This is an optimization exercise on Yosys and OpenROAD, whose aim is small area, a short achievable clock period and few clock cycles, not a production implementation.
Only simulation tests tie the RTL to the original design; equivalence was not proved.
No activity file was given, so power comes from the tool's default toggle rates.

--- flow/run.sh ---
#!/bin/bash
# Own flow: the standard flow, with every port buffer a buf_2 instead of
# the cell buffer_ports picks by default (a delay cell, slow and larger).
set -euo pipefail
export BUFFER_PORTS_ARGS="-buffer_cell sky130_fd_sc_hd__buf_2"
bash standard.sh synth > synth.log 2>&1
bash standard.sh > layout.log 2>&1
--- config.mk ---
export PLATFORM = sky130hd
export DESIGN_NAME = mips_pipeline
export DESIGN_NICKNAME = mips_pipeline
export VERILOG_FILES = /design/flow/design.v
export SDC_FILE = /design/flow/constraint.sdc
export NUM_CORES = 4
export LEC_CHECK = 0
export CAP_MARGIN = 20
export CORE_MARGIN = 2
export CORE_UTILIZATION = 45
export CTS_CLUSTER_DIAMETER = 60
export CTS_CLUSTER_SIZE = 30
export PLACE_DENSITY = 0.6
export SLEW_MARGIN = 40
export SYNTH_HIERARCHICAL = 1
export SYNTH_MINIMUM_KEEP_SIZE = 0
--- standard.sh ---
#!/bin/bash
# synth_recipe.tcl (not shown) runs the flow's synth.tcl, then flattens the netlist and writes it again
# the make line also repeats each setting of config.mk as NAME=value (left out here)
make -C /OpenROAD-flow-scripts/flow DESIGN_CONFIG=/design/flow/config.mk WORK_HOME=/design/flow/orfs CLKGATE_MAP_FILE= SYNTH_SCRIPT=/design/flow/synth_recipe.tcl "${@:-finish}"
--- design.v ---
module mips_pipeline(
input clk,
input rst_n,
output [6:0] imem_addr,
input [31:0] imem_rdata,
output [6:0] dmem_addr,
output [31:0] dmem_wdata,
output dmem_we,
input [31:0] dmem_rdata,
output wb_en,
output [4:0] wb_addr,
output [31:0] wb_data
    );
reg  [6:0]  pc_f;           
reg  [6:0]  pc_on;          
reg  [31:0] ir;             
reg  [31:1] s_rs, s_rt;     
reg  [6:0]  pc_e;           
reg         fwd_rs, fwd_rt; 
reg  c_bimm, c_sub, c_lgc, c_sh, c_lui, c_shr, c_shv, c_j, c_jr, c_beq, c_bne,
     c_bgtz, c_bz, c_lw, c_sw, c_use_rs, c_use_rt, c_wr, c_addsub;
reg  [1:0] c_lsel;
reg  [4:0] c_dst;
reg         v_e;            
reg         m_we;           
reg         m_load;         
reg         m_store;        
reg  [4:0]  m_rd;
reg  [31:0] m_res;          
reg  [31:0] m_sd;           
reg  [6:0]  m_addr;         
reg         w_en;
reg  [4:0]  w_rd;
reg  [31:0] w_data;
reg  [31:0] rf [1:31];
reg  [31:1] rf_v;           
integer i;
wire [31:0] w = imem_rdata;
wire [5:0] o = w[31:26];
wire [5:0] f = w[5:0];
wire d_lo   = ~o[5] & ~o[3];
wire d_r    = d_lo & ~o[2] & ~o[1] & ~o[0];
wire d_jr   = d_r & ~f[5] & f[3];
wire d_lui  = ~o[5] & o[3] & o[2] & o[1];
wire d_j    = d_lo & o[1] & ~o[2];
wire d_beq  = d_lo & o[2] & ~o[1] & ~o[0];
wire d_bne  = d_lo & o[2] & ~o[1] & o[0];
wire d_sw   = o[5] & o[3];
wire d_lw   = o[5] & ~o[3];
wire [4:0] d_dst = d_r ? w[15:11] : w[20:16];
wire d_wr   = ((d_r & ~d_jr) | (~o[5] & o[3]) | d_lw) & (d_dst != 5'd0);
always @(posedge clk) begin
	c_bimm   <= o[5] | o[3];
	c_sub    <= d_r & f[5] & ~f[2] & f[1];
	c_lgc    <= (d_r & f[5] & f[2]) | (~o[5] & o[3] & o[2] & ~o[1]);
	c_sh     <= (d_r & ~f[5] & ~f[3]) | d_lui;
	c_lui    <= d_lui;
	c_shr    <= d_r & ~f[5] & f[1];
	c_shv    <= d_r & ~f[5] & f[2];
	c_lsel   <= d_r ? f[1:0] : {1'b0, o[0]};
	c_j      <= d_j;
	c_jr     <= d_jr;
	c_beq    <= d_beq;
	c_bne    <= d_bne;
	c_bgtz   <= d_lo & o[2] & o[1];
	c_bz     <= d_lo & ~o[2] & ~o[1] & o[0];
	c_lw     <= d_lw;
	c_sw     <= d_sw;
	c_use_rs <= ~(d_j | d_lui | (d_r & ~f[5] & ~f[3] & ~f[2]));
	c_use_rt <= d_r | d_beq | d_bne | d_sw;
	c_wr     <= d_wr;
	c_dst    <= d_dst;
	c_addsub <= (d_r & f[5] & ~f[2]) | (~o[5] & o[3] & ~o[2]);
end
wire [32*31-1:0] rf_flat;
genvar gi;
generate for (gi = 1; gi < 32; gi = gi + 1) begin : g_rf
	assign rf_flat[32*(gi-1) +: 32] = rf[gi];
end endgenerate
wire [31:0] a, bt;
operand u_rs(.sel(s_rs), .vld(rf_v), .rfd(rf_flat), .fwd(fwd_rs & m_we), .fv(m_res), .o(a));
operand u_rt(.sel(s_rt), .vld(rf_v), .rfd(rf_flat), .fwd(fwd_rt & m_we), .fv(m_res), .o(bt));
wire replay = m_we & m_load & ((fwd_rs & c_use_rs) | (fwd_rt & c_use_rt));
wire go = v_e & ~replay;
wire [31:0] result;
wire [6:0]  addr;
alu u_alu(.imm(ir[15:0]), .bimm(c_bimm), .sub(c_sub), .lgc(c_lgc), .sh(c_sh),
          .lui(c_lui), .shr(c_shr), .shv(c_shv), .lsel(c_lsel),
          .a(a), .bt(bt), .result(result), .addr(addr));
wire redirect;
wire [6:0] pc_redir;
branch u_br(.imm(ir[6:0]), .bzge(ir[16]), .j(c_j), .jr(c_jr), .beq(c_beq),
            .bne(c_bne), .bgtz(c_bgtz), .bz(c_bz), .a(a), .bt(bt), .pc_e(pc_e),
            .pc_f(pc_f), .v_e(v_e), .replay(replay), .redirect(redirect),
            .pc_redir(pc_redir));
wire [6:0] npc;
nextpc u_npc(.w(imem_rdata), .pc(pc_f), .e_addsub(v_e & c_addsub), .jr_tgt(addr),
             .redirect(redirect), .pc_redir(pc_redir), .npc(npc));
assign imem_addr = ~pc_on;
always @(posedge clk or negedge rst_n) begin
	if (!rst_n) begin
		pc_f <= 7'd0; v_e <= 1'b0;
	end else begin
		pc_f <= npc; v_e <= ~redirect;
	end
end
always @(posedge clk or negedge rst_n) begin
	if (!rst_n) pc_on <= 7'h7f;
	else pc_on <= ~npc;
end
always @(posedge clk) begin
	ir <= imem_rdata; pc_e <= pc_f;
	fwd_rs <= (imem_rdata[25:21] == c_dst) & c_wr;
	fwd_rt <= (imem_rdata[20:16] == c_dst) & c_wr;
	for (i = 1; i < 32; i = i + 1) begin
		s_rs[i] <= (imem_rdata[25:21] == i);
		s_rt[i] <= (imem_rdata[20:16] == i);
	end
end
always @(posedge clk or negedge rst_n) begin
	if (!rst_n) begin
		m_we <= 1'b0; m_store <= 1'b0;
	end else begin
		m_we <= go & c_wr;
		m_store <= go & c_sw;
	end
end
always @(posedge clk) begin
	m_load <= c_lw;
	m_rd <= c_dst;
	m_res <= result;
	m_sd <= bt;
	m_addr <= addr;
end
assign dmem_addr = m_addr;
assign dmem_wdata = m_sd;
assign dmem_we = m_store;
wire [31:0] wr_data = m_load ? dmem_rdata : m_res;
always @(posedge clk) begin
	if (m_we) rf[m_rd] <= wr_data;
end
always @(posedge clk or negedge rst_n) begin
	if (!rst_n) rf_v <= 31'd0;
	else if (m_we) rf_v[m_rd] <= 1'b1;
end
always @(posedge clk or negedge rst_n) begin
	if (!rst_n) w_en <= 1'b0;
	else w_en <= m_we;
end
always @(posedge clk) begin
	w_rd <= m_rd;
	w_data <= wr_data;
end
assign wb_en = w_en;
assign wb_addr = w_rd;
assign wb_data = w_data;
endmodule
module operand(
input [31:1] sel,
input [31:1] vld,
input [32*31-1:0] rfd,
input fwd,
input [31:0] fv,
output [31:0] o
);
reg [31:0] r;
reg v;
integer i;
always @(*) begin
	r = 32'd0; v = 1'b0;
	for (i = 1; i < 32; i = i + 1) begin
		r = r | ({32{sel[i]}} & rfd[32*(i-1) +: 32]);
		v = v | (sel[i] & vld[i]);
	end
end
assign o = ({32{fwd}} & fv) | ({32{~fwd & v}} & r);
endmodule
module alu(
input [15:0] imm,
input bimm,         
input sub,          
input lgc,          
input sh,           
input lui,
input shr,          
input shv,          
input [1:0] lsel,   
input [31:0] a,
input [31:0] bt,
output [31:0] result,
output [6:0] addr
);
wire [31:0] simm = {{16{imm[15]}}, imm};
wire [31:0] b = bimm ? simm : bt;
wire [31:0] sum;
adder32 u_add(.x(a), .y(bimm ? simm : (bt ^ {32{sub}})), .cin(sub), .s(sum));
assign addr = sum[8:2];
reg  [31:0] logic_r;
always @(*) begin
	case (lsel)
	2'd0: logic_r = a & b;
	2'd1: logic_r = a | b;
	2'd2: logic_r = a ^ b;
	default: logic_r = ~(a | b);
	endcase
end
wire [4:0]  shamt = lui ? 5'd16 : (shv ? a[4:0] : imm[10:6]);
function [31:0] rev(input [31:0] x);
	integer k;
	for (k = 0; k < 32; k = k + 1) rev[k] = x[31-k];
endfunction
wire [31:0] sh_in = shr ? rev(b) : b;
wire [31:0] sh_out = sh_in << shamt;
wire [31:0] shifted = shr ? rev(sh_out) : sh_out;
assign result = ({32{sh}} & shifted) | ({32{lgc}} & logic_r) | ({32{~sh & ~lgc}} & sum);
endmodule
module adder32(input [31:0] x, input [31:0] y, input cin, output [31:0] s);
reg [31:0] g, p, pp;
integer l, j;
always @(*) begin
	g = x & y; p = x ^ y; pp = p;
	for (l = 1; l < 32; l = l * 2)
		for (j = 31; j >= l; j = j - 1) begin
			g[j] = g[j] | (pp[j] & g[j-l]);
			pp[j] = pp[j] & pp[j-l];
		end
end
wire [31:0] c = {g[30:0] | (pp[30:0] & {31{cin}}), cin};
assign s = p ^ c;
endmodule
module branch(
input [6:0] imm,
input bzge,         
input j,
input jr,
input beq,
input bne,
input bgtz,
input bz,
input [31:0] a,
input [31:0] bt,
input [6:0] pc_e,
input [6:0] pc_f,
input v_e,
input replay,
output redirect,
output [6:0] pc_redir
);
wire is_b = beq | bne | bgtz | bz;
wire [6:0] pc_seq = pc_e + 7'd1;
wire [6:0] pc_br  = pc_seq + imm;
wire mis_seq = (pc_seq != pc_f);
wire mis_br  = (pc_br != pc_f);
wire mis_j   = (imm != pc_f);
wire mis_jr  = (a[8:2] != pc_f);
wire eq    = (a == bt);
wire azero = (a == 32'd0);
wire cond  = (beq & eq) | (bne & ~eq) | (bgtz & ~a[31] & ~azero) |
             (bz & (bzge ^ a[31]));
assign redirect = v_e & (replay | (j & mis_j) | (jr & mis_jr) |
                         (is_b & (cond ? mis_br : mis_seq)) |
                         (~j & ~jr & ~is_b & mis_seq));
assign pc_redir = replay ? pc_e : j ? imm : jr ? a[8:2] :
                  (is_b & cond) ? pc_br : pc_seq;
endmodule
module nextpc(
input [31:0] w,
input [6:0] pc,
input e_addsub,     
input [6:0] jr_tgt,   
input redirect,
input [6:0] pc_redir,
output [6:0] npc
);
wire [5:0] o = w[31:26];
wire lo = ~o[5] & ~o[3];
wire j  = lo & o[1] & ~o[2];
wire bb = lo & (o[2] | o[0]) & w[15];
wire jr_fwd = e_addsub & lo & ~o[2] & ~o[1] & ~o[0] & ~w[5] & w[3];
wire [6:0] seq = pc + 7'd1;
reg [6:0] g, p, pp;
integer l, k;
always @(*) begin
	g = seq & w[6:0]; p = seq ^ w[6:0]; pp = p;
	for (l = 1; l < 7; l = l * 2)
		for (k = 6; k >= l; k = k - 1) begin
			g[k] = g[k] | (pp[k] & g[k-l]);
			pp[k] = pp[k] & pp[k-l];
		end
end
wire [6:0] tgt = p ^ {g[5:0], 1'b0};
wire s_r  = redirect;
wire s_jr = ~redirect & jr_fwd;
wire s_j  = ~redirect & ~jr_fwd & j;
wire s_t  = ~redirect & ~jr_fwd & ~j & bb;
wire s_s  = ~redirect & ~jr_fwd & ~j & ~bb;
assign npc = ({7{s_r}} & pc_redir) | ({7{s_jr}} & jr_tgt) | ({7{s_j}} & w[6:0]) |
             ({7{s_t}} & tgt) | ({7{s_s}} & seq);
endmodule
--- constraint.sdc ---
create_clock -name core_clock -period 24.0 [get_ports {clk}]
set_input_delay 4.8000 -clock core_clock [delete_from_list [all_inputs] [get_ports {clk}]]
set_output_delay 4.8000 -clock core_clock [all_outputs]
set_load 0.01 [all_outputs]
==> impl_metrics.csv, run 1 <==
group,metric,value,unit
min_path,min_delay_worst_endpoint,"m_load",
clocking,clock_network_latency_to_the_later_pin_of_the_worst_skew_pair,0.77,ns
synth,synth.yosys.seq_area_share,59.71,%
floorplan,io_pins,151,
floorplan,initial_utilization,45.34,%
layout,layout.nets,4995,
run,cap_violations,0,
global_route,wire_length_of_the_first_global_routing_pass,377900,um
clocking,clock_slew_seen_by_the_registers_of_the_worst_setup_and_hold_paths,0.07,ns
detailed_routing,dr.first_iter.drc_count,9857,
critical_path,timing.rr.start,"s_rs[20]",
min_path,min_path_type,"register to register",
pwr,vdd_drop_max,0.00006476,V
synth,syn_avg_cell_area,12.66,um2
detailed_routing,vias_per_cell,7.499,
clocking,cts-buffers-inserted,107,
placement,detailed_place_hpwl,169300,um
clocking,max-clock-path-buffers,3,
synth,async_flop_share,3.861,%
clocking,cts_hold_buf,0,
sta,fin_skew,0.04931,ns
run_status,run_status,"complete, no violations",
sta,final_min_period_over_clock_period,28.57,%
global_route,total_gr_overflow,0,
pwr,p_leak,22.95,nW
synth,synthesis.yosys.warnings,11,
global_route,via_count_of_the_first_global_routing_pass,46705,
critical_path,cp_required,24.58,ns
synth,synth.lib_cells_used.distinct,124,
clocking,cts_tree,"built",
sta,setup-violations-final,0,
clocking,clockRootBuffer,"sky130_fd_sc_hd__clkbuf_16",
floorplan,placeableCoreArea,0.1315,mm2
pwr,power_per_cell_area,90.86,mW/mm2
clocking,numClockSinks,1269,
detailed_routing,detail_route.wl_per_cell,42.03,um
sta,grt_setup_unrepaired,"false",
sta,final_hold_viol_count,0,
layout,final_core_util,50.95,%
floorplan,chipHeight,367.9,um
floorplan,die_width,367.9,um
critical_path,worst_ep_arrival_time,7.44,ns
placement,portBuffers,149,
critical_path,critical_path.endpoint_type,"register",
detailed_routing,detail_route.first_pass.iterations,10,
critical_path,rr_worst_depth,16,
pwr,power.share.sequential,46.0,%
critical_path,crit_path_max_fanout,32,
global_route,grt_antenna_before_repair,21,
synth,syn_area,0.05960,mm2
sta,final.setup.tns,0,ns
floorplan,design.die.area,0.1354,mm2
detailed_routing,vias,49996,
pwr,power.share.clock,32.0,%
clocking,cts_repair_resize_count,0,
critical_path,worst_r2r_endpoint,"pc_f[2]",
pwr,p_int,4.081,mW
global_route,track_usage,40.10,%
min_path,min-delay-start,"c_lw",
sta,timing.fmax,145.8,MHz
clocking,htree_num_levels,3,
synth,synth_cells,4707,
layout,layout.filler_cells,11521,
global_route,pin_count_of_the_biggest_net_entering_global_routing,92,
synth,synth_fp_nets,4897,
critical_path,worstSetupPathType,"register to register",
detailed_routing,detail_route.wirelength,280200,um
sta,final_max_slew_viol_count,0,
sta,fin_crit,6.857,ns
detailed_routing,drcViolationCount,0,
critical_path,worst-r2r-setup-slack,17.14,ns
pwr,p_comb_share,22.0,%
synth,postSynthRegisterBits,1269,
pwr,netSwitchingPower,2.004,mW
placement,gpl.final_weighted_congestion,1.003,
synth,number_of_flops_mapped_to_enable_cells_by_yosys,992,
detailed_routing,postRouteAntennaNets,0,
sta,tightest_slew,1.013,ns
layout,areaGrowthSynthToFinish,12.38,%
layout,fraction_of_layout_instances_using_a_drive_strength_above_1,16.92,%
sta,slew-limit-headroom,32.47,%
pwr,sw_ratio,32.94,%
min_path,holdPathStages,0,
floorplan,num_rows,133,
synth,dominantRegCellSynth,"sky130_fd_sc_hd__edfxtp_1",
clocking,cts_setup_buffers,0,
critical_path,cp-start-kind,"register",
cell usage after synthesis, types with 20 or more instances:
library cell	instances	area, um2
sky130_fd_sc_hd__buf_2	21	105.1
sky130_fd_sc_hd__mux2_2	44	495.5
sky130_fd_sc_hd__o21bai_1	21	157.7
sky130_fd_sc_hd__o21ai_1	28	140.1
sky130_fd_sc_hd__dfxtp_1	228	4564
sky130_fd_sc_hd__edfxtp_1	992	29790
sky130_fd_sc_hd__xnor2_1	87	762.0
sky130_fd_sc_hd__inv_1	139	521.8
sky130_fd_sc_hd__a22oi_1	428	3213
sky130_fd_sc_hd__buf_1	41	153.9
sky130_fd_sc_hd__nor4_1	22	137.6
sky130_fd_sc_hd__a221oi_1	262	2295
sky130_fd_sc_hd__o221ai_1	22	192.7
sky130_fd_sc_hd__a21o_1	32	240.2
sky130_fd_sc_hd__clkbuf_1	247	927.1
sky130_fd_sc_hd__mux4_2	31	698.2
sky130_fd_sc_hd__a22o_1	272	2382
sky130_fd_sc_hd__o211ai_1	20	150.1
sky130_fd_sc_hd__mux2i_1	34	340.3
sky130_fd_sc_hd__a222oi_1	78	780.8
sky130_fd_sc_hd__nand4_1	153	957.2
sky130_fd_sc_hd__nor3_1	121	605.6
sky130_fd_sc_hd__o21ai_0	177	885.9
sky130_fd_sc_hd__nor2_1	158	593.1
sky130_fd_sc_hd__nand3_1	110	550.5
sky130_fd_sc_hd__dfrtp_1	42	1051
sky130_fd_sc_hd__nand2_1	247	927.1
sky130_fd_sc_hd__xor2_1	73	639.4
sky130_fd_sc_hd__a21oi_1	95	475.5
sky130_fd_sc_hd__ha_1	121	1514
power by group through the flow:
stage / logic [mW] / clock network, mW / registers [mW]
2_1_floorplan: 0.752 / 0 / 2.79
3_3_place_gp: 1.26 / 0 / 2.83
3_5_place_dp: 1.28 / 0 / 2.84
4_1_cts: 1.29 / 1.95 / 2.79
5_1_grt: 1.39 / 2.03 / 2.80
6_report: 1.34 / 1.95 / 2.80
worst max path at each step:
stage                       start  depth (start not counted)  slack (ns)         to
floorplan           imem_rdata[0]                          9       17.78   pc_on[6]
global placement    imem_rdata[0]                          9       17.28    pc_f[4]
detailed placement  imem_rdata[0]                          9       17.27    pc_f[4]
CTS                      s_rs[20]                         17       17.60   pc_on[2]
global route              s_rt[5]                         19       17.14  m_res[28]
finish                   s_rs[20]                         16       17.14    pc_f[2]
Yosys stat by module (local to each module, per instance):
| module | times used | cells inside | cell area (um2) |
|---|---|---|---|
| operand | 2 | 797 | 5602 |
| mips_pipeline | 1 | 1656 | 38140 |
| nextpc | 1 | 89 | 668.1 |
| branch | 1 | 198 | 1481 |
| alu | 1 | 916 | 6306 |
| adder32 | 1 | 254 | 1802 |
cells in the final DEF (no fill, tap or decap), types with 95 or more instances in the layout:
cell and count:
sky130_fd_sc_hd__a21oi_1 95, sky130_fd_sc_hd__a221oi_1 262, sky130_fd_sc_hd__a22o_1 272, sky130_fd_sc_hd__a22oi_1 428, sky130_fd_sc_hd__buf_2 150, sky130_fd_sc_hd__buf_4 161, sky130_fd_sc_hd__clkbuf_16 112, sky130_fd_sc_hd__dfxtp_1 159
sky130_fd_sc_hd__edfxtp_1 992, sky130_fd_sc_hd__ha_1 121, sky130_fd_sc_hd__inv_1 139, sky130_fd_sc_hd__nand2_1 247, sky130_fd_sc_hd__nand3_1 110, sky130_fd_sc_hd__nand4_1 153, sky130_fd_sc_hd__nor2_1 137, sky130_fd_sc_hd__o21ai_0 155
metal layers:
metal	GRT usage (%)	part of all wire [%]	vias to the layer above
li1	-	-	19375
met1	49.80	34	24751
met2	59.09	42	4540
met3	13.43	15	1310
met4	27.50	8.8	20
met5	0	0.054	-
per-stage QoR:
stage          setup WS (ns)  hold WS (ns)  instances  cell area, um2  power (mW)
6_report               17.14        0.3304       6667           66980       6.086
5_1_grt                17.14        0.3466       6658           66960       6.227
4_1_cts                17.60        0.3353       6654           66900       6.024
3_5_place_dp           17.27        0.3214       6450           62950       4.118
3_3_place_gp           17.28        0.3155       6446           62700       4.097
2_1_floorplan          17.78        0.3096       4707           59600       3.545
logic make-up after synthesis:
kind of cell,Yosys count,share of synthesized area [%]
muxes,112,2.685
adders and majority gates,124,2.641
and+or+nand+nor,947,8.108
xor gates and xnor gates,164,2.509
buffers and inverters,483,3.388
DFF,1269,59.71
AOI/OAI and AO/OA,1608,20.96
sequential cells by signal, summed over array words and instances, names as in the netlist, 2 cells and up:
signal  flops
rf        992
m_res      32
m_sd       32
w_data     32
rf_v       31
s_rs       31
s_rt       31
ir         17
m_addr      7
pc_e        7
pc_f        7
pc_on       7
c_dst       5
m_rd        5
w_rd        5
c_lsel      2
area by class of cell:
type / count / area [um2] / area share, %
multi-input combinational: 2955 / 22380 / 33.42
sequential: 1269 / 35680 / 53.27
tap: 1755 / 2196 / 3.278
clock buffer: 120 / 2874 / 4.291
clock inverter: 84 / 1075 / 1.605
timing repair buffer: 329 / 2205 / 3.291
inverter: 143 / 539.3 / 0.8051
antenna: 12 / 30.03 / 0.04483
critical path, cell delays in order, from the launching register on:
cell and delay, ns:
sky130_fd_sc_hd__dfxtp_2 0.99, sky130_fd_sc_hd__buf_4 0.61, sky130_fd_sc_hd__a22oi_1 0.18, sky130_fd_sc_hd__nand4_1 0.18
sky130_fd_sc_hd__o41ai_4 0.13, sky130_fd_sc_hd__buf_4 0.27, sky130_fd_sc_hd__o21ai_1 0.73, sky130_fd_sc_hd__xor2_1 0.16
sky130_fd_sc_hd__nor4_1 0.34, sky130_fd_sc_hd__nand4_1 0.42, sky130_fd_sc_hd__o211ai_2 0.43, sky130_fd_sc_hd__nand2_4 0.16
sky130_fd_sc_hd__a31oi_1 0.30, sky130_fd_sc_hd__o31a_1 0.68, sky130_fd_sc_hd__nor2b_1 0.30, sky130_fd_sc_hd__a222oi_1 0.50
sky130_fd_sc_hd__o211ai_1 0.18
Testbench counts, summed over its fixed seeds: cycles 26,140.
==> inputs of run 2 (changes only) <==
--- a/design.v
+++ b/design.v
@@ -87,15 +87,17 @@
 alu u_alu(.imm(ir[15:0]), .bimm(c_bimm), .sub(c_sub), .lgc(c_lgc), .sh(c_sh),
           .lui(c_lui), .shr(c_shr), .shv(c_shv), .lsel(c_lsel),
           .a(a), .bt(bt), .result(result), .addr(addr));
-wire redirect;
-wire [6:0] pc_redir;
+wire redirect, take_br;
+wire [6:0] pc_br, pc_other;
 branch u_br(.imm(ir[6:0]), .bzge(ir[16]), .j(c_j), .jr(c_jr), .beq(c_beq),
             .bne(c_bne), .bgtz(c_bgtz), .bz(c_bz), .a(a), .bt(bt), .pc_e(pc_e),
             .pc_f(pc_f), .v_e(v_e), .replay(replay), .redirect(redirect),
-            .pc_redir(pc_redir));
-wire [6:0] npc;
+            .take_br(take_br), .pc_br(pc_br), .pc_other(pc_other));
+wire [6:0] pred, npc;
 nextpc u_npc(.w(imem_rdata), .pc(pc_f), .e_addsub(v_e & c_addsub), .jr_tgt(addr),
-             .redirect(redirect), .pc_redir(pc_redir), .npc(npc));
+             .pred(pred));
+pcsel u_pcsel(.redirect(redirect), .take_br(take_br), .pc_br(pc_br),
+              .pc_other(pc_other), .pred(pred), .npc(npc));
 assign imem_addr = ~pc_on;
 always @(posedge clk or negedge rst_n) begin
 	if (!rst_n) begin
@@ -192,18 +194,12 @@
 );
 wire [31:0] simm = {{16{imm[15]}}, imm};
 wire [31:0] b = bimm ? simm : bt;
-wire [31:0] sum;
-adder32 u_add(.x(a), .y(bimm ? simm : (bt ^ {32{sub}})), .cin(sub), .s(sum));
+wire [31:0] sum, ag, ap;
+wire [31:0] other;
+adder32 u_add(.x(a), .y(bimm ? simm : (bt ^ {32{sub}})), .cin(sub), .s(sum), .g0(ag), .p0(ap),
+              .en(~sh & ~lgc), .other(other), .r(result));
 assign addr = sum[8:2];
-reg  [31:0] logic_r;
-always @(*) begin
-	case (lsel)
-	2'd0: logic_r = a & b;
-	2'd1: logic_r = a | b;
-	2'd2: logic_r = a ^ b;
-	default: logic_r = ~(a | b);
-	endcase
-end
+wire [31:0] logic_r = lsel[1] ? (lsel[0] ? ~(ag | ap) : ap) : (lsel[0] ? (ag | ap) : ag);
 wire [4:0]  shamt = lui ? 5'd16 : (shv ? a[4:0] : imm[10:6]);
 function [31:0] rev(input [31:0] x);
 	integer k;
@@ -212,10 +208,14 @@
 wire [31:0] sh_in = shr ? rev(b) : b;
 wire [31:0] sh_out = sh_in << shamt;
 wire [31:0] shifted = shr ? rev(sh_out) : sh_out;
-assign result = ({32{sh}} & shifted) | ({32{lgc}} & logic_r) | ({32{~sh & ~lgc}} & sum);
+assign other = ({32{sh}} & shifted) | ({32{lgc}} & logic_r);
 endmodule
-module adder32(input [31:0] x, input [31:0] y, input cin, output [31:0] s);
+module adder32(input [31:0] x, input [31:0] y, input cin, output [31:0] s,
+               output [31:0] g0, output [31:0] p0,
+               input en, input [31:0] other, output [31:0] r);
 reg [31:0] g, p, pp;
+assign g0 = x & y;
+assign p0 = x ^ y;
 integer l, j;
 always @(*) begin
 	g = x & y; p = x ^ y; pp = p;
@@ -227,6 +227,7 @@
 end
 wire [31:0] c = {g[30:0] | (pp[30:0] & {31{cin}}), cin};
 assign s = p ^ c;
+assign r = other | ({32{en}} & s);
 endmodule
 module branch(
 input [6:0] imm,
@@ -244,11 +245,13 @@
 input v_e,
 input replay,
 output redirect,
-output [6:0] pc_redir
+output take_br,         
+output [6:0] pc_br,
+output [6:0] pc_other
 );
 wire is_b = beq | bne | bgtz | bz;
 wire [6:0] pc_seq = pc_e + 7'd1;
-wire [6:0] pc_br  = pc_seq + imm;
+assign pc_br = pc_seq + imm;
 wire mis_seq = (pc_seq != pc_f);
 wire mis_br  = (pc_br != pc_f);
 wire mis_j   = (imm != pc_f);
@@ -260,17 +263,15 @@
 assign redirect = v_e & (replay | (j & mis_j) | (jr & mis_jr) |
                          (is_b & (cond ? mis_br : mis_seq)) |
                          (~j & ~jr & ~is_b & mis_seq));
-assign pc_redir = replay ? pc_e : j ? imm : jr ? a[8:2] :
-                  (is_b & cond) ? pc_br : pc_seq;
+assign take_br = ~replay & is_b & cond;
+assign pc_other = replay ? pc_e : j ? imm : jr ? a[8:2] : pc_seq;
 endmodule
 module nextpc(
 input [31:0] w,
 input [6:0] pc,
 input e_addsub,     
 input [6:0] jr_tgt,   
-input redirect,
-input [6:0] pc_redir,
-output [6:0] npc
+output [6:0] pred
 );
 wire [5:0] o = w[31:26];
 wire lo = ~o[5] & ~o[3];
@@ -289,11 +290,21 @@
 		end
 end
 wire [6:0] tgt = p ^ {g[5:0], 1'b0};
-wire s_r  = redirect;
-wire s_jr = ~redirect & jr_fwd;
-wire s_j  = ~redirect & ~jr_fwd & j;
-wire s_t  = ~redirect & ~jr_fwd & ~j & bb;
-wire s_s  = ~redirect & ~jr_fwd & ~j & ~bb;
-assign npc = ({7{s_r}} & pc_redir) | ({7{s_jr}} & jr_tgt) | ({7{s_j}} & w[6:0]) |
-             ({7{s_t}} & tgt) | ({7{s_s}} & seq);
+wire s_jr = jr_fwd;
+wire s_j  = ~jr_fwd & j;
+wire s_t  = ~jr_fwd & ~j & bb;
+wire s_s  = ~jr_fwd & ~j & ~bb;
+assign pred = ({7{s_jr}} & jr_tgt) | ({7{s_j}} & w[6:0]) |
+              ({7{s_t}} & tgt) | ({7{s_s}} & seq);
+endmodule
+module pcsel(
+input redirect,
+input take_br,
+input [6:0] pc_br,
+input [6:0] pc_other,
+input [6:0] pred,
+output [6:0] npc
+);
+assign npc = ({7{redirect & take_br}} & pc_br) | ({7{redirect & ~take_br}} & pc_other) |
+             ({7{~redirect}} & pred);
 endmodule
==> run 2 against run 1 <==
Net effect:
- final cell count fell by 3.4%
- global-route usage grew 0.38 points
- register-to-register slack improved by 0.52 ns
- routed wire length is 1.6% lower
- largest cell class unchanged
- power fell by 1.1%
- combinational power down 4%
- highest routed layer unchanged
==> impl_metrics.csv, run 2 <==
group,metric,value,unit
run_status,run_status,"complete, no violations",
placement,portBuffers,149,
critical_path,worst_ep_arrival_time,6.98,ns
clocking,cts-buffers-inserted,104,
pwr,p_leak,22.45,nW
detailed_routing,postRouteAntennaNets,0,
detailed_routing,vias,48759,
floorplan,chipHeight,364.8,um
clocking,cts_setup_buffers,0,
critical_path,cp-start-kind,"register",
global_route,wire_length_of_the_first_global_routing_pass,370200,um
layout,largest_register,"rf",
floorplan,die_width,364.8,um
placement,gpl.final_weighted_congestion,1.019,
pwr,sw_ratio,33.28,%
clocking,max-clock-path-buffers,3,
detailed_routing,dr.first_iter.drc_count,10206,
clocking,clock_slew_seen_by_the_registers_of_the_worst_setup_and_hold_paths,0.10,ns
pwr,power.share.sequential,46.4,%
critical_path,cp_cell_sequence,"buf_4 -> a222oi_1 -> nand3_1 -> o41ai_4 -> buf_4 -> o21ai_0 -> buf_4 -> xnor2_1 -> o21ai_0 -> ha_1 -> a41oi_2 -> o21ai_2 -> a31o_1 -> a221oi_1 -> a21oi_1 -> or3_1 -> a31o_2",
detailed_routing,detail_route.first_pass.iterations,9,
pwr,power.share.clock,32.2,%
critical_path,crit_family,"compound AO/OA/AOI/OAI gates",
critical_path,most_common_cell_on_crit_path,"sky130_fd_sc_hd__buf_4",
clocking,clockRootBuffer,"sky130_fd_sc_hd__clkbuf_16",
floorplan,io_pins,151,
critical_path,crit_path_max_fanout,32,
floorplan,design.die.area,0.1331,mm2
layout,mostFrequentLayoutCell,"sky130_fd_sc_hd__edfxtp_1",
sta,slew-limit-headroom,30.67,%
sta,setup-violations-final,0,
synth,syn_area,0.05857,mm2
clocking,cts_tree,"built",
pwr,p_comb_share,21.4,%
placement,detailed_place_hpwl,160700,um
global_route,track_usage,40.48,%
layout,final_cell_mix,"sky130_fd_sc_hd__edfxtp_1, sky130_fd_sc_hd__a22oi_1, sky130_fd_sc_hd__a22o_1",
layout,post-route-cell-area,0.06575,mm2
pwr,power_per_cell_area,91.56,mW/mm2
min_path,min_path_type,"register to register",
synth,synth_fp_nets,4642,
pwr,power,6.020,mW
detailed_routing,vias_per_cell,7.568,
pwr,p_int,4.017,mW
synth,synthesis.yosys.warnings,11,
critical_path,worstSetupPathType,"register to register",
clocking,htree_num_levels,3,
layout,layout.filler_cells,11171,
sta,grt_setup_unrepaired,"false",
run,cap_violations,0,
critical_path,cpPeakStageDelay,0.84,ns
critical_path,cp_num_buf_inv,3,
sta,tightest_slew,1.040,ns
sta,final_max_slew_viol_count,0,
layout,fraction_of_layout_instances_using_a_drive_strength_above_1,17.40,%
clocking,cts_repair_resize_count,0,
pwr,netSwitchingPower,2.003,mW
global_route,total_gr_overflow,0,
detailed_routing,detail_route.wl_per_cell,42.79,um
sta,final_min_period_over_clock_period,26.39,%
floorplan,placeableCoreArea,0.1293,mm2
sta,fin_crit,6.333,ns
detailed_routing,detail_route.wirelength,275700,um
critical_path,cp_required,24.65,ns
critical_path,critical_path.endpoint_type,"register",
global_route,via_count_of_the_first_global_routing_pass,45243,
floorplan,initial_utilization,45.29,%
clocking,numClockSinks,1269,
placement,placedInstanceArea,0.06178,mm2
global_route,pin_count_of_the_biggest_net_entering_global_routing,67,
critical_path,cp_slowest_cell,"sky130_fd_sc_hd__a221oi_1",
layout,largest_reg_flops,992,
synth,syn_avg_cell_area,12.97,um2
sta,final.setup.tns,0,ns
clocking,clock_network_latency_to_the_later_pin_of_the_worst_skew_pair,0.80,ns
layout,layout.nets,4731,
layout,areaGrowthSynthToFinish,12.26,%
clocking,cts_hold_buf,0,
detailed_routing,drcViolationCount,0,
global_route,grt_antenna_before_repair,22,
floorplan,num_rows,132,
sta,timing.fmax,157.9,MHz
pwr,vdd_drop_max,0.00006089,V
sta,final_hold_viol_count,0,
synth,synth_cells,4514,
sta,fin_skew,0.1114,ns
[run 2: routing by layer]
metal | share of wire [%] | GRT usage, % | vias up | wire length (um)
met5 | 0.071 | 0 | - | 195
li1 | - | - | 18754 | -
met3 | 16 | 13.74 | 1233 | 42790
met4 | 8.6 | 28.24 | 30 | 23600
met1 | 35 | 51.60 | 24170 | 95710
met2 | 41 | 57.77 | 4572 | 113400
[run 2: cell type report]
class | instances | area [um2] | share of cell area (%)
Sequential cell | 1269 | 35680 | 54.27
Multi-Input combinational cell | 2862 | 21650 | 32.92
Clock buffer | 108 | 2628 | 3.996
Tap cell | 1742 | 2180 | 3.315
Timing Repair Buffer | 312 | 2106 | 3.203
Clock inverter | 90 | 1290 | 1.962
Inverter | 54 | 202.7 | 0.3083
Antenna cell | 6 | 15.01 | 0.02284
[run 2: worst paths after layout]
check	from	end	slack, ns	depth (start not counted)
worst min-delay path	c_lw	m_load	0.33	0
worst max register to register	s_rt[16]	m_res[25]	17.67	17
max in group asynchronous	rst_n	m_store	19.38	2
worst min register to register	c_lw	m_load	0.33	0
min in group asynchronous	rst_n	w_en	4.05	2
worst max-delay path	s_rt[16]	m_res[25]	17.67	17
[run 2: through the flow]
step                      worst slack (ns)  hold WS [ns]  instances  util (%)
after global routing                 17.59        0.3363       6437     50.83
after floorplan                      17.65        0.3096       4514         -
final                                17.67        0.3277       6443     50.84
after global placement               17.21        0.3131       6235     47.61
after detailed placement             17.23        0.3163       6238     47.77
after CTS                            17.58        0.3303       6436     50.80
[run 2: power by group through the flow]
stage / sequential [mW] / combinational [mW] / clock (mW)
floorplan: 2.78 / 0.772 / 0
global placement: 2.84 / 1.23 / 0
detailed placement: 2.84 / 1.24 / 0
CTS: 2.79 / 1.24 / 1.94
global route: 2.80 / 1.35 / 2.02
finish: 2.79 / 1.29 / 1.94
Testbench counts of run 2, summed over its fixed seeds: cycles 26,140.
==> inputs of run 3 (changes only) <==
==> flow/run.sh (replaced) <==
#!/bin/bash
# Own flow: the standard flow, with every port buffer a buf_2 instead of
# the cell buffer_ports picks by default (a delay cell, slow and larger), and
# the flip-flops that drive output ports upsized after placement.
set -euo pipefail
export BUFFER_PORTS_ARGS="-buffer_cell sky130_fd_sc_hd__buf_2"
R=orfs/results/sky130hd/mips_pipeline/base
bash standard.sh synth > synth.log 2>&1
bash standard.sh place > place.log 2>&1
cp $R/3_place.odb $R/3_place_std.odb
FANOUT_MIN=6 ODB_IN=$R/3_place_std.odb ODB_OUT=$R/3_place.odb openroad -no_init -exit flow/upsize.tcl > upsize.log 2>&1
bash standard.sh > layout.log 2>&1
==> flow/upsize.tcl (new file) <==
# Upsize flip-flops after placement, then legalise the placement again:
# those that drive an output port (through its port buffer) and those whose
# output drives many pins go to drive strength 4.
read_db $::env(ODB_IN)
set db [ord::get_db]
set block [ord::get_db_block]
set todo {}
# flip-flops driving output ports
foreach bt [$block getBTerms] {
  if {[$bt getIoType] ne "OUTPUT"} continue
  set net [$bt getNet]
  if {$net eq "NULL"} continue
  foreach it [$net getITerms] {
    if {![$it isOutputSignal]} continue
    foreach bi [[$it getInst] getITerms] {
      if {![$bi isInputSignal]} continue
      set n2 [$bi getNet]
      if {$n2 eq "NULL"} continue
      foreach di [$n2 getITerms] {
        if {[$di isOutputSignal]} { lappend todo [$di getInst] }
      }
    }
  }
}
# flip-flops with a high fanout
foreach inst [$block getInsts] {
  if {![string match sky130_fd_sc_hd__df* [[$inst getMaster] getName]]} continue
  foreach it [$inst getITerms] {
    if {![$it isOutputSignal]} continue
    set net [$it getNet]
    if {$net eq "NULL"} continue
    if {[llength [$net getITerms]] > $::env(FANOUT_MIN)} { lappend todo $inst }
  }
}
set n 0
foreach ff [lsort -unique $todo] {
  set mname [[$ff getMaster] getName]
  if {[regexp {^(sky130_fd_sc_hd__df[a-z]+)_[12]$} $mname -> base]} {
    set m [$db findMaster ${base}_4]
    if {$m ne "NULL"} { $ff swapMaster $m; incr n }
  }
}
puts "upsized $n flip-flops"
detailed_placement
check_placement
write_db $::env(ODB_OUT)
==> run 3 against run 2 <==
Net effect:
- critical path depth shrank 16
- largest power group unchanged
- routed wire length barely moved
- cell area grew 0.41%
==> impl_metrics.csv, run 3 <==
group,metric,value,unit
critical_path,cp_required,19.20,ns
sta,grt_setup_unrepaired,"false",
pwr,p_leak,22.43,nW
placement,placedCellCount,6238,
floorplan,placeableCoreArea,0.1293,mm2
critical_path,worst_ep_arrival_time,1.39,ns
floorplan,initial_utilization,45.29,%
critical_path,cp-start-kind,"register",
layout,largest_reg_flops,992,
sta,final.setup.tns,0,ns
clocking,max-clock-path-buffers,3,
synth,syn_area,0.05857,mm2
detailed_routing,vias_per_cell,7.585,
layout,finish.cell_count_without_fillers,6444,
floorplan,num_rows,132,
detailed_routing,dr.first_iter.drc_count,9754,
layout,mostFrequentLayoutCell,"sky130_fd_sc_hd__edfxtp_1",
synth,synth_cells,4514,
detailed_routing,detail_route.wirelength,275600,um
synth,synthesis.yosys.warnings,11,
layout,areaGrowthSynthToFinish,12.73,%
synth,synth_fp_nets,4642,
critical_path,critical_path.endpoint_type,"output pin",
placement,placedInstanceArea,0.06178,mm2
pwr,power_per_cell_area,90.30,mW/mm2
clocking,clock_slew_seen_by_the_registers_of_the_worst_setup_and_hold_paths,0.08,ns
detailed_routing,drcViolationCount,0,
run_status,run_status,"complete, no violations",
critical_path,cp_num_buf_inv,1,
sta,final_max_slew_viol_count,0,
synth,syn_avg_cell_area,12.97,um2
critical_path,crit_path_max_fanout,1,
pwr,vdd_drop_max,0.00006873,V
global_route,pin_count_of_the_biggest_net_entering_global_routing,67,
clocking,numClockSinks,1269,
clocking,clockRootBuffer,"sky130_fd_sc_hd__clkbuf_16",
sta,timing.fmax,161.5,MHz
global_route,track_usage,40.42,%
layout,fraction_of_layout_instances_using_a_drive_strength_above_1,19.49,%
sta,tightest_slew,1.024,ns
floorplan,die_width,364.8,um
global_route,via_count_of_the_first_global_routing_pass,45334,
global_route,grt_antenna_before_repair,25,
floorplan,io_pins,151,
min_path,min_path_type,"register to register",
clocking,clock_network_latency_to_the_later_pin_of_the_worst_skew_pair,0.80,ns
detailed_routing,vias,48876,
sta,setup-violations-final,0,
detailed_routing,postRouteAntennaNets,0,
clocking,cts-buffers-inserted,104,
detailed_routing,detail_route.wl_per_cell,42.78,um
clocking,cts_setup_buffers,0,
layout,layout.filler_cells,11127,
layout,final_cell_mix,"sky130_fd_sc_hd__edfxtp_1, sky130_fd_sc_hd__a22oi_1, sky130_fd_sc_hd__a22o_1",
clocking,cts_hold_buf,0,
clocking,cts_repair_resize_count,0,
sta,fin_skew,0.1117,ns
critical_path,worstSetupPathType,"register to output pin",
placement,detailed_place_hpwl,160700,um
sta,final_hold_viol_count,0,
global_route,total_gr_overflow,0,
layout,layout.nets,4731,
sta,slew-limit-headroom,31.20,%
critical_path,cpPeakStageDelay,0.47,ns
layout,largest_register,"rf",
layout,post-route-cell-area,0.06602,mm2
critical_path,crit_family,"flip-flops",
global_route,wire_length_of_the_first_global_routing_pass,369600,um
detailed_routing,detail_route.first_pass.iterations,7,
critical_path,cp_slowest_cell,"sky130_fd_sc_hd__dfrtp_4",
sta,fin_crit,6.191,ns
clocking,htree_num_levels,3,
floorplan,chipHeight,364.8,um
floorplan,design.die.area,0.1331,mm2
placement,gpl.final_weighted_congestion,1.019,
placement,portBuffers,149,
run,cap_violations,0,
clocking,cts_tree,"built",
critical_path,cp_cell_sequence,"buf_2",
sta,final_min_period_over_clock_period,25.79,%
## run 3: worst register-to-register path: cells and delay by family (launching register included)
kind / cells / cell delay (ns)
adder cells (fa/ha/maj): 1 / 0.38
AND/OR/NAND/NOR: 1 / 0.20
buffers and inverters: 3 / 1.09
flip-flops: 1 / 0.50
XOR/XNOR: 1 / 0.13
AO/OA/AOI/OAI: 11 / 3.65
## run 3: area by class of cell
cell class	count	area (um2)	area share, %
Inverter	54	202.7	0.3070
Sequential cell	1269	36170	54.79
Clock buffer	108	2618	3.965
Timing Repair Buffer	312	2102	3.184
Clock inverter	89	1084	1.641
Multi-Input combinational cell	2862	21650	32.79
Antenna cell	8	20.02	0.03032
Tap cell	1742	2180	3.301
## run 3: where the power goes
group / switching [mW] / leakage (nW) / internal [mW]
Combinational: 0.864 / 9.07 / 0.424
Sequential: 0.142 / 11.6 / 2.67
Clock: 0.958 / 1.80 / 0.904
## run 3: final timing paths
check                                 end  cells past startpoint  slack, ns  startpoint
worst min register to register     m_load                      0       0.33        c_lw
max in group asynchronous        pc_on[1]                      3      19.35       rst_n
worst max-delay path                wb_en                      1      17.81        w_en
worst min-delay path               m_load                      0       0.33        c_lw
min in group asynchronous            m_we                      2       3.98       rst_n
worst max register to register  m_res[31]                     17      17.88    s_rt[16]
## run 3: routing by layer
layer	global-route usage [%]	share of wire, %	wire length [um]
met5	0	0.085	234
met1	51.27	35	96610
met4	28.30	8.4	23280
met3	13.91	15	41640
met2	57.80	41	113900
## run 3: per-stage QoR
step / hold WS (ns) / setup slack, ns / utilization [%] / power [mW]
finish: 0.3279 / 17.81 / 51.05 / 5.962
global route: 0.3373 / 17.72 / 51.04 / 6.117
CTS: 0.3308 / 17.78 / 51.01 / 5.913
detailed placement: 0.3163 / 17.23 / 47.77 / 4.077
global placement: 0.3131 / 17.21 / 47.61 / 4.065
floorplan: 0.3096 / 17.65 / - / 3.550
==> inputs of run 4 (changes only) <==
--- a/flow/run.sh
+++ b/flow/run.sh
@@ -1,7 +1,7 @@
 #!/bin/bash
 # Own flow: the standard flow, with every port buffer a buf_2 instead of
 # the cell buffer_ports picks by default (a delay cell, slow and larger), and
-# the flip-flops that drive output ports upsized after placement.
+# flip-flops upsized after placement (see upsize.tcl).
 set -euo pipefail
 export BUFFER_PORTS_ARGS="-buffer_cell sky130_fd_sc_hd__buf_2"
 R=orfs/results/sky130hd/mips_pipeline/base
--- a/config.mk
+++ b/config.mk
@@ -11,6 +11,6 @@
 export CTS_CLUSTER_DIAMETER = 60
 export CTS_CLUSTER_SIZE = 30
 export PLACE_DENSITY = 0.6
-export SLEW_MARGIN = 40
+export SLEW_MARGIN = 55
 export SYNTH_HIERARCHICAL = 1
 export SYNTH_MINIMUM_KEEP_SIZE = 0
==> run 4 against run 3 <==
Net effect:
- still clean
- fmax increased by 0.19%
- routed wire length decreased by 0.24%
- worst setup slack improved by 0.012 ns
- clock power increased by 5%
- synthesized cell count unchanged
- area after synthesis unchanged
- sequential cell count unchanged
- critical path type unchanged
- highest routed layer unchanged
==> impl_metrics.csv, run 4 <==
group,metric,value,unit
run_status,run_status,"complete, no violations",
detailed_routing,dr.first_iter.drc_count,10033,
clocking,clock_network_latency_to_the_later_pin_of_the_worst_skew_pair,0.79,ns
sta,fin_crit,6.179,ns
global_route,total_gr_overflow,0,
layout,final_core_util,51.64,%
detailed_routing,drcViolationCount,0,
sta,slew-limit-headroom,48.76,%
placement,detailed_place_hpwl,160600,um
detailed_routing,vias,48903,
sta,timing.fmax,161.8,MHz
pwr,netSwitchingPower,1.930,mW
layout,areaGrowthSynthToFinish,14.02,%
critical_path,worst_ep_arrival_time,1.38,ns
critical_path,cp-start-kind,"register",
pwr,vdd_drop_max,0.00006299,V
layout,largest_reg_flops,992,
detailed_routing,detail_route.first_pass.iterations,9,
sta,final_max_slew_viol_count,0,
layout,final_cell_mix,"sky130_fd_sc_hd__edfxtp_1, sky130_fd_sc_hd__a22oi_1, sky130_fd_sc_hd__a22o_1",
floorplan,placeableCoreArea,0.1293,mm2
layout,layout.filler_cells,11063,
pwr,p_leak,22.74,nW
layout,largest_register,"rf",
clocking,cts_repair_resize_count,0,
pwr,p_comb_share,21.5,%
clocking,clockRootBuffer,"sky130_fd_sc_hd__clkbuf_16",
synth,synth_cells,4514,
sta,final.hold.worst_slack,0.3331,ns
floorplan,num_rows,132,
sta,setup-violations-final,0,
clocking,htree_num_levels,3,
detailed_routing,postRouteAntennaNets,0,
layout,layout.nets,4739,
sta,fin_skew,0.09041,ns
synth,synthesis.yosys.warnings,11,
sta,final.setup.tns,0,ns
global_route,grt_antenna_before_repair,25,
run,cap_violations,0,
global_route,track_usage,40.41,%
sta,final_min_period_over_clock_period,25.74,%
clocking,numClockSinks,1269,
clocking,cts_setup_buffers,0,
synth,synth_fp_nets,4642,
clocking,clock_slew_seen_by_the_registers_of_the_worst_setup_and_hold_paths,0.08,ns
global_route,pin_count_of_the_biggest_net_entering_global_routing,67,
min_path,min_path_type,"register to register",
detailed_routing,detail_route.wirelength,275000,um
pwr,power,6.071,mW
floorplan,design.die.area,0.1331,mm2
pwr,power_per_cell_area,90.92,mW/mm2
pwr,power.share.clock,32.2,%
pwr,power.share.sequential,46.3,%
synth,syn_area,0.05857,mm2
sta,grt_setup_unrepaired,"false",
detailed_routing,met2RoutedLength,113200,um
global_route,wire_length_of_the_first_global_routing_pass,369900,um
detailed_routing,wl_met1,95530,um
sta,final_hold_viol_count,0,
critical_path,worstSetupPathType,"register to output pin",
floorplan,chipHeight,364.8,um
layout,multi_input_area,0.02190,mm2
pwr,p_int,4.141,mW
synth,syn_avg_cell_area,12.97,um2
layout,ff_latch_area,0.03617,mm2
sta,tightest_slew,0.7627,ns
layout,mostFrequentLayoutCell,"sky130_fd_sc_hd__edfxtp_1",
detailed_routing,dr_wl_met3,42170,um
critical_path,crit_path_max_fanout,1,
critical_path,cp_required,19.20,ns
layout,fraction_of_layout_instances_using_a_drive_strength_above_1,20.22,%
floorplan,io_pins,151,
clocking,max-clock-path-buffers,3,
global_route,via_count_of_the_first_global_routing_pass,45125,
pwr,sw_ratio,31.80,%
clocking,cts_hold_buf,0,
clocking,cts-buffers-inserted,105,
detailed_routing,vias_per_cell,7.581,
floorplan,die_width,364.8,um
placement,gpl.final_weighted_congestion,1.019,
detailed_routing,detail_route.wl_per_cell,42.63,um
detailed_routing,maxUsedRoutingLayer,"met5",
floorplan,initial_utilization,45.29,%
clocking,cts_tree,"built",
critical_path,critical_path.endpoint_type,"output pin",
placement,portBuffers,149,
==> run 4: path summary, 6_finish.rpt <==
kind                           from           end  slack [ns]  cells after the start
max reg2reg                s_rt[16]     m_res[31]       18.01                     17
min reg2reg                    c_lw        m_load        0.33                      0
min                            c_lw        m_load        0.33                      0
max in group asynchronous     rst_n       pc_f[3]       19.34                      2
min in group asynchronous     rst_n      rf_v[14]        4.10                      2
max                        pc_on[3]  imem_addr[3]       17.82                      2
==> run 4: area by class of cell <==
| type | instances | area share, % |
|---|---|---|
| antenna | 6 | 0.02248 |
| clock buffer | 118 | 4.101 |
| clock inverter | 81 | 1.787 |
| inverter | 54 | 0.3035 |
| multi-input combinational | 2862 | 32.80 |
| sequential | 1269 | 54.17 |
| tap | 1742 | 3.264 |
| timing repair buffer | 319 | 3.551 |
==> run 4: worst max-delay path, stage by stage, from the launching register on <==
cell                      delay, ns
sky130_fd_sc_hd__dfstp_2       0.52
sky130_fd_sc_hd__inv_1         0.03
sky130_fd_sc_hd__buf_2         0.12
==> run 4: per-stage QoR <==
| stage | cells | setup slack, ns | instance area, um2 |
|---|---|---|---|
| after floorplan | 4514 | 17.65 | 58570 |
| after global placement | 6235 | 17.21 | 61560 |
| after detailed placement | 6242 | 17.23 | 62150 |
| after CTS | 6441 | 17.78 | 66550 |
| after global routing | 6446 | 17.75 | 66770 |
| final | 6451 | 17.82 | 66780 |
==> run 4: routing by layer <==
metal | GRT usage (%) | vias to the layer above
met2 | 57.34 | 4676
met5 | 0.2179 | -
met3 | 14.20 | 1220
li1 | - | 18781
met1 | 51.28 | 24186
met4 | 28.64 | 40
==> run 4: power groups by stage <==
stage / clock network [mW] / registers [mW] / logic [mW]
CTS: 1.96 / 2.81 / 1.26
detailed placement: 0 / 2.84 / 1.25
finish: 1.96 / 2.81 / 1.31
global placement: 0 / 2.84 / 1.23
floorplan: 0 / 2.78 / 0.772
global route: 2.04 / 2.82 / 1.37
==> inputs of run 5 (changes only) <==
--- a/config.mk
+++ b/config.mk
@@ -7,10 +7,10 @@
 export LEC_CHECK = 0
 export CAP_MARGIN = 20
 export CORE_MARGIN = 2
-export CORE_UTILIZATION = 45
+export CORE_UTILIZATION = 50
 export CTS_CLUSTER_DIAMETER = 60
 export CTS_CLUSTER_SIZE = 30
-export PLACE_DENSITY = 0.6
-export SLEW_MARGIN = 55
+export PLACE_DENSITY = 0.65
+export SLEW_MARGIN = 40
 export SYNTH_HIERARCHICAL = 1
 export SYNTH_MINIMUM_KEEP_SIZE = 0
==> run 5 against run 4 <==
Net effect:
- final cell count decreased by 3.3%
- via count increased by 0.20%
- clock-buffer cell count decreased by 6
- critical endpoint is now imem_addr[5]
- fmax decreased by 1.1%
- first-iteration DRC count increased by 1.9%
- largest cell class unchanged
- sequential cell count unchanged
- non-clock buffer count increased by 11
- still clean on timing, DRC and antenna
- combinational power about the same
- global-route usage increased by 2.7 points
- clock power decreased by 7%
==> impl_metrics.csv, run 5 <==
group,metric,value,unit
clocking,max-clock-path-buffers,3,
clocking,clockRootBuffer,"sky130_fd_sc_hd__clkbuf_16",
synth,syn_area,0.05857,mm2
layout,largest_register,"rf",
clocking,clock_network_latency_to_the_later_pin_of_the_worst_skew_pair,0.76,ns
sta,final_min_period_over_clock_period,26.04,%
critical_path,cp_slowest_cell,"sky130_fd_sc_hd__dfstp_2",
clocking,cts_tree,"built",
detailed_routing,postRouteAntennaNets,0,
placement,gpl.final_weighted_congestion,1.007,
clocking,cts-buffers-inserted,99,
clocking,numClockSinks,1269,
layout,layout.filler_cells,9409,
layout,post-route-cell-area,0.06587,mm2
layout,fraction_of_layout_instances_using_a_drive_strength_above_1,19.99,%
detailed_routing,detail_route.wirelength,266600,um
pwr,vdd_drop_max,0.00006857,V
global_route,total_gr_overflow,0,
layout,mostFrequentLayoutCell,"sky130_fd_sc_hd__edfxtp_1",
clocking,cts_setup_buffers,0,
sta,final_max_slew_viol_count,0,
layout,largest_reg_flops,992,
min_path,min_path_type,"register to register",
clocking,clock_slew_seen_by_the_registers_of_the_worst_setup_and_hold_paths,0.08,ns
sta,final.setup.tns,0,ns
floorplan,num_rows,125,
detailed_routing,detail_route.first_pass.iterations,10,
sta,grt_setup_unrepaired,"false",
sta,timing.fmax,160.0,MHz
pwr,power,5.946,mW
synth,syn_avg_cell_area,12.97,um2
clocking,cts_repair_resize_count,0,
critical_path,critical_path.endpoint_type,"output pin",
critical_path,cp_required,19.20,ns
global_route,wire_length_of_the_first_global_routing_pass,359900,um
detailed_routing,vias_per_cell,7.857,
synth,synth_cells,4514,
floorplan,die_width,346.3,um
detailed_routing,vias,49003,
synth,synthesis.yosys.warnings,11,
critical_path,cp-start-kind,"register",
run,cap_violations,0,
layout,final_cell_mix,"sky130_fd_sc_hd__edfxtp_1, sky130_fd_sc_hd__a22oi_1, sky130_fd_sc_hd__a22o_1",
critical_path,cpPeakStageDelay,0.53,ns
placement,detailed_place_hpwl,158700,um
layout,layout.nets,4744,
global_route,grt_antenna_before_repair,18,
sta,slew-limit-headroom,34.64,%
critical_path,cp_num_buf_inv,2,
sta,final.hold.worst_slack,0.3204,ns
run_status,run_status,"complete, no violations",
pwr,p_leak,22.51,nW
critical_path,worstSetupPathType,"register to output pin",
sta,final_hold_viol_count,0,
sta,fin_crit,6.250,ns
sta,tightest_slew,0.9805,ns
placement,portBuffers,149,
placement,placedCellCount,6035,
global_route,track_usage,43.11,%
critical_path,cp_cell_sequence,"inv_1 -> buf_2",
global_route,via_count_of_the_first_global_routing_pass,45197,
placement,placedInstanceArea,0.06156,mm2
critical_path,crit_family,"flip-flops",
floorplan,design.die.area,0.1199,mm2
pwr,power_per_cell_area,90.27,mW/mm2
detailed_routing,detail_route.wl_per_cell,42.75,um
critical_path,worst_ep_arrival_time,1.45,ns
synth,synth_fp_nets,4642,
clocking,htree_num_levels,3,
layout,finish.cell_count_without_fillers,6237,
global_route,pin_count_of_the_biggest_net_entering_global_routing,50,
layout,areaGrowthSynthToFinish,12.47,%
sta,setup-violations-final,0,
detailed_routing,drcViolationCount,0,
floorplan,io_pins,151,
critical_path,crit_path_max_fanout,1,
detailed_routing,dr.first_iter.drc_count,10226,
floorplan,initial_utilization,50.40,%
sta,fin_skew,0.04348,ns
floorplan,placeableCoreArea,0.1162,mm2
clocking,cts_hold_buf,0,
floorplan,chipHeight,346.3,um
[run 5: power by group]
| group | switching, mW | total [mW] | internal (mW) |
|---|---|---|---|
| Clock | 0.953 | 1.83 | 0.881 |
| Combinational | 0.878 | 1.31 | 0.428 |
| Sequential | 0.136 | 2.81 | 2.67 |
| Total | 1.97 | 5.95 | 3.98 |
[run 5: final timing paths]
path	cells after the start	endpoint	startpoint	slack (ns)
min reg2reg	0	m_load	c_lw	0.32
max	2	imem_addr[5]	pc_on[5]	17.75
max in group asynchronous	2	w_en	rst_n	19.23
min	0	m_load	c_lw	0.32
min in group asynchronous	2	pc_f[2]	rst_n	4.16
max reg2reg	17	m_res[27]	s_rt[27]	18.10
[run 5: per-stage QoR]
step | worst slack [ns] | util [%]
floorplan | 17.65 | -
global placement | 17.17 | 52.85
detailed placement | 17.22 | 52.97
CTS | 17.72 | 56.51
global route | 17.71 | 56.66
finish | 17.75 | 56.68
[run 5: area by class of cell]
type | count | area, um2 | area share (%)
Sequential cell | 1269 | 36150 | 54.88
Inverter | 54 | 202.7 | 0.3077
Timing Repair Buffer | 330 | 2208 | 3.353
Multi-Input combinational cell | 2862 | 21740 | 33.00
Tap cell | 1524 | 1907 | 2.895
Antenna cell | 10 | 25.02 | 0.03799
Clock inverter | 76 | 988.4 | 1.501
Clock buffer | 112 | 2653 | 4.027
[run 5: routing by layer]
layer  wire length, um  track usage [%]  vias up
met5               138                0        -
met4             23280            29.85       20
met3             44720            17.31     1309
met2            108900            60.71     4928
met1             89570            54.16    23959
li1                  -                -    18787

what the ideal ports hide:
The results above use ideal ports. As a check the final layouts listed here were re-extracted and re-timed, cells and wires unchanged.
Step 1 sets driving cells, clkbuf_16 on the clock port and buf_2 on the other inputs (assumed; they add their load-dependent delay and slew).
Step 2 also shifts input and output timing later by t, the mid clock arrival at the registers, as if the neighbouring blocks saw the same clock.
a / b / c = ideal ports / drivers / drivers and shift; a / b = the first two.
run | t (ns) | slack for setup (ns) | slew at the worst register clock pin (ns)
run 1 | 0.828 | 17.143 / 17.143 / 17.143 | 0.09 / 0.09
run 2 | 0.822 | 17.667 / 17.604 / 17.187 | 0.11 / 0.11
run 3 | 0.818 | 17.809 / 17.732 / 17.174 | 0.10 / 0.10
run 4 | 0.825 | 17.821 / 17.741 / 17.139 | 0.08 / 0.08
run 5 | 0.812 | 17.750 / 17.678 / 17.182 | 0.10 / 0.10
After both steps every run listed still meets setup and hold. The setup slack of run 4, which loses most, moves by -0.080 ns with the drivers and by -0.682 ns with both steps.
